This design comes from an exercise in tuning for small area, a short achievable clock period and few clock cycles per item on the open sky130 flow, not from production work.
Where RTL was checked, it was by simulation tests only, not by an equivalence proof against the original.
Power figures rest on the tool's default switching activity, not on a simulated workload.

## matrix2x2_mult
module matrix2x2_mult (
    input       clk,
    input       rst,
    input       start,
    input [7:0]  a00, a01,
    input [7:0]  a10, a11,
    input [7:0]  b00, b01,
    input [7:0]  b10, b11,
    output [16:0] c00, c01,
    output [16:0] c10, c11,
    output done
);
reg [7:0] ra00, ra01, ra10, ra11, rb00, rb01, rb10, rb11;
always @(posedge clk) begin
    ra00 <= a00; ra01 <= a01; ra10 <= a10; ra11 <= a11;
    rb00 <= b00; rb01 <= b01; rb10 <= b10; rb11 <= b11;
end
reg [2:0] v;
always @(posedge clk, posedge rst) begin
    if (rst)
        v <= 3'd0;
    else
        v <= {v[1:0], start};
end
assign done = v[2];
wire [38:0] t1_00;
mm_t1 s1_00 (.x0(ra00), .y0(rb00), .x1(ra01), .y1(rb10), .o(t1_00));
wire [38:0] t1_01;
mm_t1 s1_01 (.x0(ra00), .y0(rb01), .x1(ra01), .y1(rb11), .o(t1_01));
wire [38:0] t1_10;
mm_t1 s1_10 (.x0(ra10), .y0(rb00), .x1(ra11), .y1(rb10), .o(t1_10));
wire [38:0] t1_11;
mm_t1 s1_11 (.x0(ra10), .y0(rb01), .x1(ra11), .y1(rb11), .o(t1_11));
  ...
For scale: about 1600 cells after synthesis, about 18000 sq um of cells after synthesis.
Settings: LEC_CHECK=0, CAP_MARGIN=20, CORE_MARGIN=2, CORE_UTILIZATION=65, CTS_BUF_LIST=sky130_fd_sc_hd__clkbuf_16, CTS_CLUSTER_DIAMETER=150, CTS_CLUSTER_SIZE=30, SETUP_SLACK_MARGIN=4.3, SLEW_MARGIN=20, SYNTH_HIERARCHICAL=1, SYNTH_MINIMUM_KEEP_SIZE=0; clock period 7.0 ns.
standard.sh (not shown) runs the stock make flow with config.mk's settings and CLKGATE_MAP_FILE= SYNTH_SCRIPT=/design/flow/synth_recipe.tcl, a recipe that flattens the netlist after the stock synthesis.
==> flow/flow/run.sh <==
#!/bin/bash
# The standard layout, with plain buffers (buf_2) on the ports instead of the
# delay buffer buffer_ports picks by default.
set -euo pipefail
bash standard.sh "BUFFER_PORTS_ARGS=-buffer_cell sky130_fd_sc_hd__buf_2" finish > standard_flow.log 2>&1
The starting point passed the timing, design-rule and antenna checks.
Testbench counts at the start, summed over its fixed seeds: cycles 16,016, items 16,000.
Edit:
- SETUP_SLACK_MARGIN: 4.3 -> 4.0
Count of clock-buffer cells in the layout does not change.
Routed wire length goes down by 13%.
Synthesized cell count does not change.
Maximum frequency decreases by 6.0%.
Core utilization falls by 5.7 points.
Worst setup slack gets worse by 170 ps.
Cell area fell by 7.4%.
Critical path depth came out lower by 1.
Edit:
==> flow/run.sh (new file) <==
#!/bin/bash
# synth_recipe.tcl (not shown) runs the flow's synth.tcl, then flattens the netlist and writes it again
# the make line also repeats each setting of config.mk as NAME=value (left out here)
make -C /OpenROAD-flow-scripts/flow DESIGN_CONFIG=/design/flow/config.mk WORK_HOME=/design/flow/orfs CLKGATE_MAP_FILE= SYNTH_SCRIPT=/design/flow/synth_recipe.tcl finish
- CORE_UTILIZATION: 65 -> 60
- CTS_BUF_LIST: sky130_fd_sc_hd__clkbuf_16 -> sky130_fd_sc_hd__clkbuf_4 sky130_fd_sc_hd__clkbuf_8
- CTS_CLUSTER_DIAMETER: 150 -> not set
- CTS_CLUSTER_SIZE: 30 -> not set
- SETUP_SLACK_MARGIN: 4.0 -> 4.1
removed: flow/flow/run.sh
removed: flow/standard.sh
=>
- The new run completed with no timing, DRC or antenna violations
- clock-buffer cell count came out higher by 62
- cell area grows by 7.6%
- die area is higher by 8.1%
- synthesized area is unchanged
Edit:
==> flow/flow/run.sh (new file) <==
#!/bin/bash
# The standard layout, with plain buffers (buf_2) on the ports instead of the
# delay buffer buffer_ports picks by default.
set -euo pipefail
bash standard.sh "BUFFER_PORTS_ARGS=-buffer_cell sky130_fd_sc_hd__buf_2" finish > standard_flow.log 2>&1
==> flow/standard.sh (new file) <==
#!/bin/bash
# synth_recipe.tcl (not shown) runs the flow's synth.tcl, then flattens the netlist and writes it again
# the make line also repeats each setting of config.mk as NAME=value (left out here)
make -C /OpenROAD-flow-scripts/flow DESIGN_CONFIG=/design/flow/config.mk WORK_HOME=/design/flow/orfs CLKGATE_MAP_FILE= SYNTH_SCRIPT=/design/flow/synth_recipe.tcl "${@:-finish}"
- CORE_UTILIZATION: 60 -> 65
- CTS_BUF_LIST: sky130_fd_sc_hd__clkbuf_4 sky130_fd_sc_hd__clkbuf_8 -> sky130_fd_sc_hd__clkbuf_8
- CTS_CLUSTER_DIAMETER: not set -> 100
- CTS_CLUSTER_SIZE: not set -> 16
- SETUP_SLACK_MARGIN: 4.1 -> 4.3
removed: flow/run.sh
Effect: The changed run completed with no timing, DRC or antenna violations. Total power climbs by 2.2%. Routed wire length grows by 17%. Non-clock buffer count increases by 135. Synthesized cell count does not change. Sequential power came out lower by about 2%. Final cell count increases by 3.0%. Global-route usage goes up by 1.7 points. Clock skew climbs by 25 ps. Area after synthesis does not change. Clock power falls by 46%.
Edit:
==> flow/flow/run.sh (replaced) <==
#!/bin/bash
# The standard layout, with plain buffers (buf_1) on the ports instead of the
# delay buffer buffer_ports picks by default.
set -euo pipefail
bash standard.sh "BUFFER_PORTS_ARGS=-buffer_cell sky130_fd_sc_hd__buf_1" finish > standard_flow.log 2>&1
- CTS_BUF_LIST: sky130_fd_sc_hd__clkbuf_8 -> sky130_fd_sc_hd__clkbuf_16
- CTS_CLUSTER_DIAMETER: 100 -> 150
- CTS_CLUSTER_SIZE: 16 -> 30
- SETUP_SLACK_MARGIN: 4.3 -> 4.0
What happened: The changed run ran to the end with no violations. Non-clock buffer count fell by 138. Global-route usage fell by 0.54 points. First-iteration DRC count fell by 26%. Setup slack loses 210 ps. Register-to-register slack loses 210 ps. Count of clock-buffer cells in the layout fell by 10. Area after synthesis does not change. Cell area fell by 9.6%.

---

main:
matrix2x2_mult, a different RTL version from the one above (not shown whole).
Size: roughly 1,500 cells after synthesis, about 170 flip-flops, ~140 I/O pins, about 0.016 mm^2 of cells after synthesis.
==> flow/design.v (excerpt) <==
module matrix2x2_mult (
    input       clk,
    input       rst,
    input       start,
    input [7:0]  a00, a01,
    input [7:0]  a10, a11,
    input [7:0]  b00, b01,
    input [7:0]  b10, b11,
    output [16:0] c00, c01,
    output [16:0] c10, c11,
    output done
);
Settings: LEC_CHECK=0, CAP_MARGIN=20, CORE_MARGIN=2, CORE_UTILIZATION=40, SLEW_MARGIN=20, SYNTH_HIERARCHICAL=1, SYNTH_MINIMUM_KEEP_SIZE=0; clock period 7.0 ns.
run.sh (not shown) runs the stock make flow with config.mk's settings and CLKGATE_MAP_FILE= SYNTH_SCRIPT=/design/flow/synth_recipe.tcl, a recipe that flattens the netlist after the stock synthesis.
Stock flow here: none of the scripts above is used.
Testbench counts of main, summed over its fixed seeds: cycles 16,008, items 16,000.
For the feature branch, these inputs were changed with respect to main:
# main
export LEC_CHECK = 0
export CAP_MARGIN = 20
export CORE_MARGIN = 2
export CORE_UTILIZATION = 40
export SLEW_MARGIN = 20
export SYNTH_HIERARCHICAL = 1
export SYNTH_MINIMUM_KEEP_SIZE = 0
create_clock -name core_clock -period 7.0 [get_ports {clk}]
# the feature branch
export LEC_CHECK = 0
export CAP_MARGIN = 20
export CORE_MARGIN = 2
export CORE_UTILIZATION = 40
export SETUP_SLACK_MARGIN = 3.3
export SLEW_MARGIN = 20
export SYNTH_HIERARCHICAL = 1
export SYNTH_MINIMUM_KEEP_SIZE = 0
create_clock -name core_clock -period 7.0 [get_ports {clk}]
Results
- The feature branch | stages: all done | timing, DRC, antenna: all pass
- Between main and the feature branch, the largest fanout on the critical path is lower for main.
- Global-route wire length before repair of the feature branch exceeds that of main by a little under 10%.
- Combinational power share: the feature branch vs main up 1.9 points
- Final wirelength was higher in the feature branch than in main.
- The run showing the greater transition time at the pin with the least slew margin is main.
- Net switching component of the power grows by a little under 10% when moving from main to the feature branch.
- What main reported for met1 layer wirelength in the final routing has to be multiplied by 1.06 to get the figure for the feature branch.

---

## run 1
matrix2x2_mult, a different RTL version from the one above (not shown whole).
For scale: roughly 1600 cells after synthesis, ~290 flip-flops, roughly 140 I/O pins, ~18000 um^2 of cells after synthesis.
// matrix2x2_mult
module matrix2x2_mult (
    input       clk,
    input       rst,
    input       start,
    input [7:0]  a00, a01,
    input [7:0]  a10, a11,
    input [7:0]  b00, b01,
    input [7:0]  b10, b11,
    output [16:0] c00, c01,
    output [16:0] c10, c11,
    output done
);
==> flow/config.mk <==
export PLATFORM = sky130hd
export DESIGN_NAME = matrix2x2_mult
export DESIGN_NICKNAME = matrix2x2_mult
export VERILOG_FILES = /design/flow/design.v
export SDC_FILE = /design/flow/constraint.sdc
export NUM_CORES = 4
export LEC_CHECK = 0
export CAP_MARGIN = 20
export CORE_MARGIN = 2
export CORE_UTILIZATION = 65
export CTS_BUF_LIST = sky130_fd_sc_hd__clkbuf_16
export CTS_CLUSTER_DIAMETER = 150
export CTS_CLUSTER_SIZE = 30
export SETUP_SLACK_MARGIN = 4.3
export SLEW_MARGIN = 20
export SYNTH_HIERARCHICAL = 1
export SYNTH_MINIMUM_KEEP_SIZE = 0
==> flow/constraint.sdc <==
create_clock -name core_clock -period 7.0 [get_ports {clk}]
set_input_delay 1.4000 -clock core_clock [delete_from_list [all_inputs] [get_ports {clk}]]
set_output_delay 1.4000 -clock core_clock [all_outputs]
set_load 0.01 [all_outputs]
standard.sh (not shown) runs the stock make flow with config.mk's settings and CLKGATE_MAP_FILE= SYNTH_SCRIPT=/design/flow/synth_recipe.tcl, a recipe that flattens the netlist after the stock synthesis.
==> flow/flow/run.sh <==
#!/bin/bash
# The standard layout, with plain buffers (buf_1) on the ports instead of the
# delay buffer buffer_ports picks by default.
set -euo pipefail
bash standard.sh "BUFFER_PORTS_ARGS=-buffer_cell sky130_fd_sc_hd__buf_1" finish > standard_flow.log 2>&1
Having completed the whole flow, run 1 delivered a layout that passed the timing, design-rule and antenna checks.
Testbench counts of run 1, summed over its fixed seeds: cycles 16,016, items 16,000.
## Diff of input files: run 2 against run 1
# run 1
export LEC_CHECK = 0
export CAP_MARGIN = 20
export CORE_MARGIN = 2
export CORE_UTILIZATION = 65
export CTS_BUF_LIST = sky130_fd_sc_hd__clkbuf_16
export CTS_CLUSTER_DIAMETER = 150
export CTS_CLUSTER_SIZE = 30
export SETUP_SLACK_MARGIN = 4.3
export SLEW_MARGIN = 20
export SYNTH_HIERARCHICAL = 1
export SYNTH_MINIMUM_KEEP_SIZE = 0
create_clock -name core_clock -period 7.0 [get_ports {clk}]
# run 2
export LEC_CHECK = 0
export CAP_MARGIN = 20
export CORE_MARGIN = 2
export CORE_UTILIZATION = 65
export CTS_BUF_LIST = sky130_fd_sc_hd__clkbuf_16
export CTS_CLUSTER_DIAMETER = 150
export CTS_CLUSTER_SIZE = 30
export SETUP_SLACK_MARGIN = 4.0
export SLEW_MARGIN = 20
export SYNTH_HIERARCHICAL = 1
export SYNTH_MINIMUM_KEEP_SIZE = 0
create_clock -name core_clock -period 7.0 [get_ports {clk}]
==> comparison <==
Run 2 against run 1: adder-cell area share of the yosys netlist has remained practically unchanged, critical path depth fell 2.
Between run 2 and run 1, the layout cell share with drive strength beyond 1 is higher for run 1.
Diff run 1..run 2 | remaining routing DRC violations | unchanged
Looking at part of the total power dissipated in the clock network across run 2 and run 1, the one that comes out lower is run 1.
Delta (run 2 minus run 1): length of routed met2 wiring down 14%; total buffers and inverters traversed by the critical path down 2; setup slack down 0.19 ns.
Changes in run 3 relative to run 2:
# run 2
export LEC_CHECK = 0
export CAP_MARGIN = 20
export CORE_MARGIN = 2
export CORE_UTILIZATION = 65
export CTS_BUF_LIST = sky130_fd_sc_hd__clkbuf_16
export CTS_CLUSTER_DIAMETER = 150
export CTS_CLUSTER_SIZE = 30
export SETUP_SLACK_MARGIN = 4.0
export SLEW_MARGIN = 20
export SYNTH_HIERARCHICAL = 1
export SYNTH_MINIMUM_KEEP_SIZE = 0
create_clock -name core_clock -period 7.0 [get_ports {clk}]
# run 3
export LEC_CHECK = 0
export CAP_MARGIN = 20
export CORE_MARGIN = 2
export CORE_UTILIZATION = 65
export CTS_BUF_LIST = sky130_fd_sc_hd__clkbuf_16
export CTS_CLUSTER_DIAMETER = 150
export CTS_CLUSTER_SIZE = 30
export SETUP_SLACK_MARGIN = 4.1
export SLEW_MARGIN = 20
export SYNTH_HIERARCHICAL = 1
export SYNTH_MINIMUM_KEEP_SIZE = 0
create_clock -name core_clock -period 7.0 [get_ports {clk}]
- Design area in run 3 is about 0.6% above run 2.
- For the combinational cell fraction of total power, run 3 came in 0.8 points higher than run 2 did.
- As far as number of well taps goes, run 3 and run 2 are indistinguishable; the numbers are identical.
- STATUS total power draw: run 3 loses against run 2
- Setup slack for run 3 is higher than for run 2.
- Comparing run 2 and run 3, fraction of final layout cells sized beyond drive strength 1 is lower on run 2.
- Run 3 has internal power of the cells above what run 2 had.
- The DRC violation total after the first TritonRoute iteration in run 2 is 0.921 times that in run 3.
- Diff run 3..run 2 | area after detailed placement | negligible
Modified inputs, run 4 compared to run 3
# run 3
export LEC_CHECK = 0
export CAP_MARGIN = 20
export CORE_MARGIN = 2
export CORE_UTILIZATION = 65
export CTS_BUF_LIST = sky130_fd_sc_hd__clkbuf_16
export CTS_CLUSTER_DIAMETER = 150
export CTS_CLUSTER_SIZE = 30
export SETUP_SLACK_MARGIN = 4.1
export SLEW_MARGIN = 20
export SYNTH_HIERARCHICAL = 1
export SYNTH_MINIMUM_KEEP_SIZE = 0
create_clock -name core_clock -period 7.0 [get_ports {clk}]
# run 4
export LEC_CHECK = 0
export CAP_MARGIN = 20
export CORE_MARGIN = 2
export CORE_UTILIZATION = 70
export CTS_BUF_LIST = sky130_fd_sc_hd__clkbuf_16
export CTS_CLUSTER_DIAMETER = 150
export CTS_CLUSTER_SIZE = 30
export SETUP_SLACK_MARGIN = 4.2
export SLEW_MARGIN = 20
export SYNTH_HIERARCHICAL = 1
export SYNTH_MINIMUM_KEEP_SIZE = 0
create_clock -name core_clock -period 7.0 [get_ports {clk}]
Findings:
Against run 3, area occupied by multi-input gates in run 4 rose slightly. Comparing run 3 and run 4, non-clock buffer count is higher on run 4. The sequential group power of run 3 and that of run 4 are within noise of each other. Re slew at the pin with the worst max-slew slack: run 3 and run 4 aren't equal, and the lower value belongs to run 3. Global-route usage: run 4 vs run 3 up 2.1 points. Run 4 has more setup slack than run 3. In the tables for run 3 and run 4, first-pass GRT wire length reads lower with run 4. For run 4, the launch point of the critical path was rb01[4], unlike run 3, where it was rb00[5]. | highest clock rate | run 4 vs run 3 | better |. Comparing run 3 and run 4, the lower critical path data arrival time is on run 4.

---

lane 1:
Another version of the RTL of matrix2x2_mult (not shown whole).
Size: about 1700 cells after synthesis, roughly 360 flip-flops, about 0.020 mm2 of cells after synthesis.
// matrix2x2_mult
module matrix2x2_mult (
    input       clk,
    input       rst,
    input       start,
    input [7:0]  a00, a01,
    input [7:0]  a10, a11,
    input [7:0]  b00, b01,
    input [7:0]  b10, b11,
    output [16:0] c00, c01,
    output [16:0] c10, c11,
    output done
);
reg [7:0] ta00, ta01, ta10, ta11, tb00, tb01, tb10, tb11;
reg [7:0] na00, na01, na10, na11, nb00, nb01, nb10, nb11;
always @(posedge clk) begin
    ta00 <= a00; ta01 <= a01; ta10 <= a10; ta11 <= a11;
    tb00 <= b00; tb01 <= b01; tb10 <= b10; tb11 <= b11;
    na00 <= ~a00; na01 <= ~a01; na10 <= ~a10; na11 <= ~a11;
    nb00 <= ~b00; nb01 <= ~b01; nb10 <= ~b10; nb11 <= ~b11;
end
reg [2:0] v;
always @(posedge clk, posedge rst) begin
    if (rst)
        v <= 3'd0;
    else
        v <= {v[1:0], start};
end
assign done = v[2];
wire [38:0] t_00;
mm_t1i m1_00 (.x0(ta00), .y0(tb00), .x1(ta01), .y1(tb10), .o(t_00));
wire [38:0] t_01;
mm_t1t m1_01 (.x0(na00), .y0(nb01), .x1(na01), .y1(nb11), .o(t_01));
wire [38:0] t_10;
mm_t1t m1_10 (.x0(na10), .y0(nb00), .x1(na11), .y1(nb10), .o(t_10));
wire [38:0] t_11;
mm_t1i m1_11 (.x0(ta10), .y0(tb01), .x1(ta11), .y1(tb11), .o(t_11));
reg [38:0] q_00, q_01, q_10, q_11;
always @(posedge clk) begin
    q_00 <= t_00;
    q_01 <= t_01;
    q_10 <= t_10;
    q_11 <= t_11;
end
wire [16:0] p_00;
mm_addi m2_00 (.i(q_00), .c(p_00));
wire [16:0] s_00 = {p_00[16], p_00[15], p_00[14], p_00[13], p_00[12], p_00[11], p_00[10], p_00[9], p_00[8], p_00[7], p_00[6], p_00[5], p_00[4], p_00[3], p_00[2], p_00[1], p_00[0]};
wire [16:0] p_01;
mm_addt m2_01 (.i(q_01), .c(p_01));
wire [16:0] s_01 = {p_01[16], p_01[15], p_01[14], p_01[13], p_01[12], p_01[11], p_01[10], p_01[9], p_01[8], p_01[7], p_01[6], p_01[5], p_01[4], p_01[3], p_01[2], p_01[1], p_01[0]};
wire [16:0] p_10;
mm_addt m2_10 (.i(q_10), .c(p_10));
  ...
==> flow/config.mk <==
export PLATFORM = sky130hd
export DESIGN_NAME = matrix2x2_mult
export DESIGN_NICKNAME = matrix2x2_mult
export VERILOG_FILES = /design/flow/design.v
export SDC_FILE = /design/flow/constraint.sdc
export NUM_CORES = 4
export LEC_CHECK = 0
export CAP_MARGIN = 20
export CORE_MARGIN = 2
export CORE_UTILIZATION = 65
export CTS_BUF_LIST = sky130_fd_sc_hd__clkbuf_16
export CTS_CLUSTER_DIAMETER = 150
export CTS_CLUSTER_SIZE = 30
export SETUP_SLACK_MARGIN = 4.0
export SLEW_MARGIN = 20
export SYNTH_HIERARCHICAL = 1
export SYNTH_MINIMUM_KEEP_SIZE = 0
==> flow/constraint.sdc <==
create_clock -name core_clock -period 7.0 [get_ports {clk}]
set_input_delay 1.4000 -clock core_clock [delete_from_list [all_inputs] [get_ports {clk}]]
set_output_delay 1.4000 -clock core_clock [all_outputs]
set_load 0.01 [all_outputs]
==> flow/flow/run.sh <==
#!/bin/bash
# The standard layout, with plain buffers (buf_2) on the ports instead of the
# delay buffer buffer_ports picks by default.
set -euo pipefail
bash standard.sh "BUFFER_PORTS_ARGS=-buffer_cell sky130_fd_sc_hd__buf_2" finish > standard_flow.log 2>&1
Inputs modified between lane 1 and lane 2:
- SETUP_SLACK_MARGIN changed from 4.0 to 4.6
==> summary.txt <==
Row final setup slack of the worst path: lane 2 higher / lane 1 lower. Where wire length is concerned, lane 1 is better than lane 2. On worst hold margin, lane 2 does worse than lane 1. From lane 1 to lane 2 the numbers moved as follows: count of final max-slew check failures did not really move, clock network power did not really move, fraction of area in registers went down. Delta (lane 2 minus lane 1): fmax has increased, met1 wire length has increased, via count has increased, clock sink count has remained practically unchanged. Met1 usage in global routing: lane 2 vs lane 1 up 2.2 points.
No functional check of the RTL was part of any run of this note.

static timing again, ports no longer ideal:
How much do the figures lean on ideal ports? The routed layouts below were timed once more, with nothing changed but the port constraints. Step 1 (the two cells are an assumption about what drives the block):
set clk [get_ports {clk}]
set_driving_cell -lib_cell sky130_fd_sc_hd__clkbuf_16 $clk
set_driving_cell -lib_cell sky130_fd_sc_hd__buf_2 [delete_from_list [all_inputs] $clk]
Step 2 moves the port delays by t, midway between the first and last clock arrival at a register: inputs arrive t later, outputs are due t later. That takes back most of the time a late clock gives input paths. Three values: no drivers, after step 1, after step 2; two values: the first two.
run | t, ns | setup slack, ns | hold slack, ns | worst setup path after step 2 | worst data-port slew with drivers (ns)
the first run of note 1 | 0.553 | 4.260 / 4.260 / 4.260 | 0.367 / 0.367 / 0.367 | register to register | 0.04
the second run of note 1 | 0.548 | 4.086 / 4.086 / 4.086 | 0.367 / 0.367 / 0.367 | register to register | 0.04
the third run of note 1 | 0.608 | 4.131 / 4.117 / 4.131 | 0.354 / 0.354 / 0.354 | register to register | 0.05
the fourth run of note 1 | 0.624 | 4.293 / 4.293 / 4.293 | 0.364 / 0.364 / 0.364 | register to register | 0.04
the fifth run of note 1 | 0.548 | 4.083 / 4.083 / 4.083 | 0.365 / 0.365 / 0.365 | register to register | 0.04
main | 0.504 | 2.526 / 2.474 / 2.796 | 0.358 / 0.358 / 0.358 | register to register | 0.07
the feature branch | 0.506 | 3.311 / 3.311 / 3.311 | 0.358 / 0.358 / 0.358 | register to register | 0.07
run 1 | 0.552 | 4.277 / 4.277 / 4.277 | 0.364 / 0.364 / 0.364 | register to register | 0.04
run 2 | 0.548 | 4.086 / 4.086 / 4.086 | 0.364 / 0.364 / 0.364 | register to register | 0.04
run 3 | 0.550 | 4.142 / 4.142 / 4.142 | 0.364 / 0.364 / 0.364 | register to register | 0.04
run 4 | 0.545 | 4.260 / 4.260 / 4.260 | 0.361 / 0.361 / 0.361 | register to register | 0.04
lane 1 | 0.557 | 4.176 / 4.176 / 4.176 | 0.388 / 0.388 / 0.388 | register to register | 0.04
lane 2 | 0.560 | 4.373 / 4.373 / 4.373 | 0.375 / 0.375 / 0.375 | register to register | 0.06
After both steps every run listed still meets setup and hold.
